Context: an optimization exercise on an open-source flow, tuned for small area, a short achievable clock period and few clock cycles per item. The choices shown serve that exercise and are no tape-out recipe.
The RTL was checked by simulation tests, not by an equivalence proof against the original design.
Power figures rest on the tool's default switching activity, not on a simulated workload.

## job 2229
// vmicro16_core
module vmicro16_core # (
    parameter DATA_WIDTH = 16,
    parameter CORE_ID    = 0
) (
    input         clk,
    input         reset,
    output [7:0]  dbug,
    output        halt,
    input  [7:0]   ints,
    input  [127:0] ints_data,
    output [7:0]   ints_ack,
    output reg [22:0] w_PADDR,
    output reg        w_PWRITE,
    output reg        w_PSELx,
    output reg        w_PENABLE,
    output reg [15:0] w_PWDATA,
    input      [15:0] w_PRDATA,
    input             w_PREADY,
    output [22:0] w2_PADDR,
    output        w2_PWRITE,
    output        w2_PSELx,
    output        w2_PENABLE,
    output [15:0] w2_PWDATA,
    input  [15:0] w2_PRDATA,
    input         w2_PREADY
);
==> flow/config.mk <==
export PLATFORM = sky130hd
export DESIGN_NAME = vmicro16_core
export DESIGN_NICKNAME = vmicro16_core
export VERILOG_FILES = /design/flow/design.v
export SDC_FILE = /design/flow/constraint.sdc
export NUM_CORES = 4
export LEC_CHECK = 0
export CAP_MARGIN = 20
export CORE_MARGIN = 2
export CORE_UTILIZATION = 50
export PLACE_DENSITY = 0.7
export SETUP_SLACK_MARGIN = 5
export SLEW_MARGIN = 20
export TNS_END_PERCENT = 5
==> flow/constraint.sdc <==
create_clock -name core_clock -period 10.0 [get_ports {clk}]
set_input_delay 2.0000 -clock core_clock [delete_from_list [all_inputs] [get_ports {clk}]]
set_output_delay 2.0000 -clock core_clock [all_outputs]
set_load 0.01 [all_outputs]
standard.sh (not shown) runs the stock make flow with config.mk's settings and CLKGATE_MAP_FILE= SYNTH_SCRIPT=/design/flow/synth_recipe.tcl, a recipe that flattens the netlist after the stock synthesis.
==> flow/flow/run.sh <==
#!/bin/bash
# The standard layout, with the timing repair aiming further below the clock
# period than config.mk's settings allow, and port buffers of a plain buffer
# cell instead of the slow delay buffer that buffer_ports picks by default.
set -euo pipefail
bash standard.sh SETUP_SLACK_MARGIN=7 \
    "BUFFER_PORTS_ARGS=-buffer_cell sky130_fd_sc_hd__buf_4" finish > standard.log 2>&1
Testbench counts of job 2229, summed over its fixed seeds: cycles 5,964, items 5,575.
Setup changes, job 2229 to job 1988
Settings: CORE_UTILIZATION changed from 50 to 40.
==> flow/flow/run.sh <==
#!/bin/bash
# The standard layout, with the timing repair aiming further below the clock
# period than config.mk's settings allow, and port buffers of a plain buffer
# cell instead of the slow delay buffer that buffer_ports picks by default.
set -euo pipefail
bash standard.sh SETUP_SLACK_MARGIN=7.5 \
    "BUFFER_PORTS_ARGS=-buffer_cell sky130_fd_sc_hd__buf_4" finish > standard.log 2>&1
==> comparison <==
Job 2229 → job 1988: total power -about 2.4%; count of clock-buffer cells in the layout went down 16. Compared with job 2229, well-tap cell count in job 1988 increased by more than 10%. Sort job 1988 and job 2229 by share of the clock period used by the worst path after layout desc -> top: job 2229. Job 1988: all stages complete, timing, DRC and antenna checks passed. Note that the final cell count recorded for job 2229 amounts to 0.938 times the value seen in job 1988. Compared with job 2229, job 1988 shows a higher worst supply voltage drop on vdd. Compared with job 2229, in job 1988 share of power burned in combinational logic barely changed; worst setup slack after layout now sits higher; wire length +about 0.3%.
Here is what was changed in the inputs of job 9652 compared with job 1988.
Settings: changing TNS_END_PERCENT from 5 to 10.
==> flow/flow/run.sh <==
#!/bin/bash
# The standard layout, with the timing repair aiming further below the clock
# period than config.mk's settings allow, and port buffers of a plain buffer
# cell instead of the slow delay buffer that buffer_ports picks by default.
set -euo pipefail
bash standard.sh SETUP_SLACK_MARGIN=7 \
    "BUFFER_PORTS_ARGS=-buffer_cell sky130_fd_sc_hd__buf_4" finish > standard.log 2>&1
## What came out
The run with more routed wire is job 9652, not job 1988.
In job 9652 relative to job 1988, post-CTS repair timing setup buffer count had gone up by more than a quarter.
Job 9652 vs. job 1988: hold slack went down by 0.0036 ns.
Routed length per placed instance ends up lower on job 9652.
Job 1988 and job 9652 ended up with roughly the same data required time of the worst path.
Job 9652 ended with more share of total power in combinational logic than job 1988.
From job 1988 to job 9652 the numbers moved as follows: post-route cell area climbed 0.0020 mm², effective utilization at floorplan barely changed, number of cell instances on the worst register-to-register path dropped 1.
### job 9652 -> job 4668
Settings: changing TNS_END_PERCENT from 10 to 5.
## What came out
Job 9652 → job 4668: actual slew at the worst max-slew pin lower, sequential share of layout area higher. After detailed routing, job 9652 needs more wire than job 4668. Comparing job 4668 and job 9652, the higher clock skew was measured on job 9652. Going from job 9652 to job 4668, the biggest cell delay along the critical path was found to have gone up by 0.08 ns. Sort job 4668 and job 9652 by fraction of cell area in non-clock buffers, ascending, and job 4668 comes first. Summary of job 4668 over job 9652: cell count has remained practically unchanged; setup slack saw an increase; critical path depth went down; total power after layout level; final non-filler cell area went down by about 1.4%.

port drivers added, routing unchanged:
In the flow no input, the clock included, has a driving cell. The finished layouts below were timed again as built, in two steps.
Step 1 sets driving cells, clkbuf_16 on the clock port and buf_2 on the other inputs (assumed; they add their load-dependent delay and slew).
Step 2 adds t to the input delays and takes it off the output delays; t is the mean of the earliest and latest rising clock arrival at the registers after step 1. Input paths then give back, and output paths get back, about the clock's delay inside the block.
a / b / c = no drivers / after step 1 / after step 2; a / b = the first two.
| run | t (ns) | slack for setup (ns) | latest minus earliest clock arrival (ns) | slew at the worst register clock pin (ns) | worst slew at a driven data input, ns |
|---|---|---|---|---|---|
| job 2229 | 0.893 | 5.868 / 5.868 / 5.629 | 0.080 / 0.079 | 0.07 / 0.07 | 0.08 |
| job 1988 | 0.897 | 5.905 / 5.905 / 5.471 | 0.072 / 0.072 | 0.07 / 0.07 | 0.10 |
| job 9652 | 0.879 | 5.892 / 5.892 / 5.567 | 0.065 / 0.066 | 0.07 / 0.07 | 0.06 |
| job 4668 | 0.891 | 5.965 / 5.940 / 5.528 | 0.047 / 0.047 | 0.07 / 0.07 | 0.07 |
After both steps setup and hold are still met in every run listed. For job 4668, which loses most, drivers alone change the setup slack by -0.025 ns; drivers and shift together by -0.437 ns.
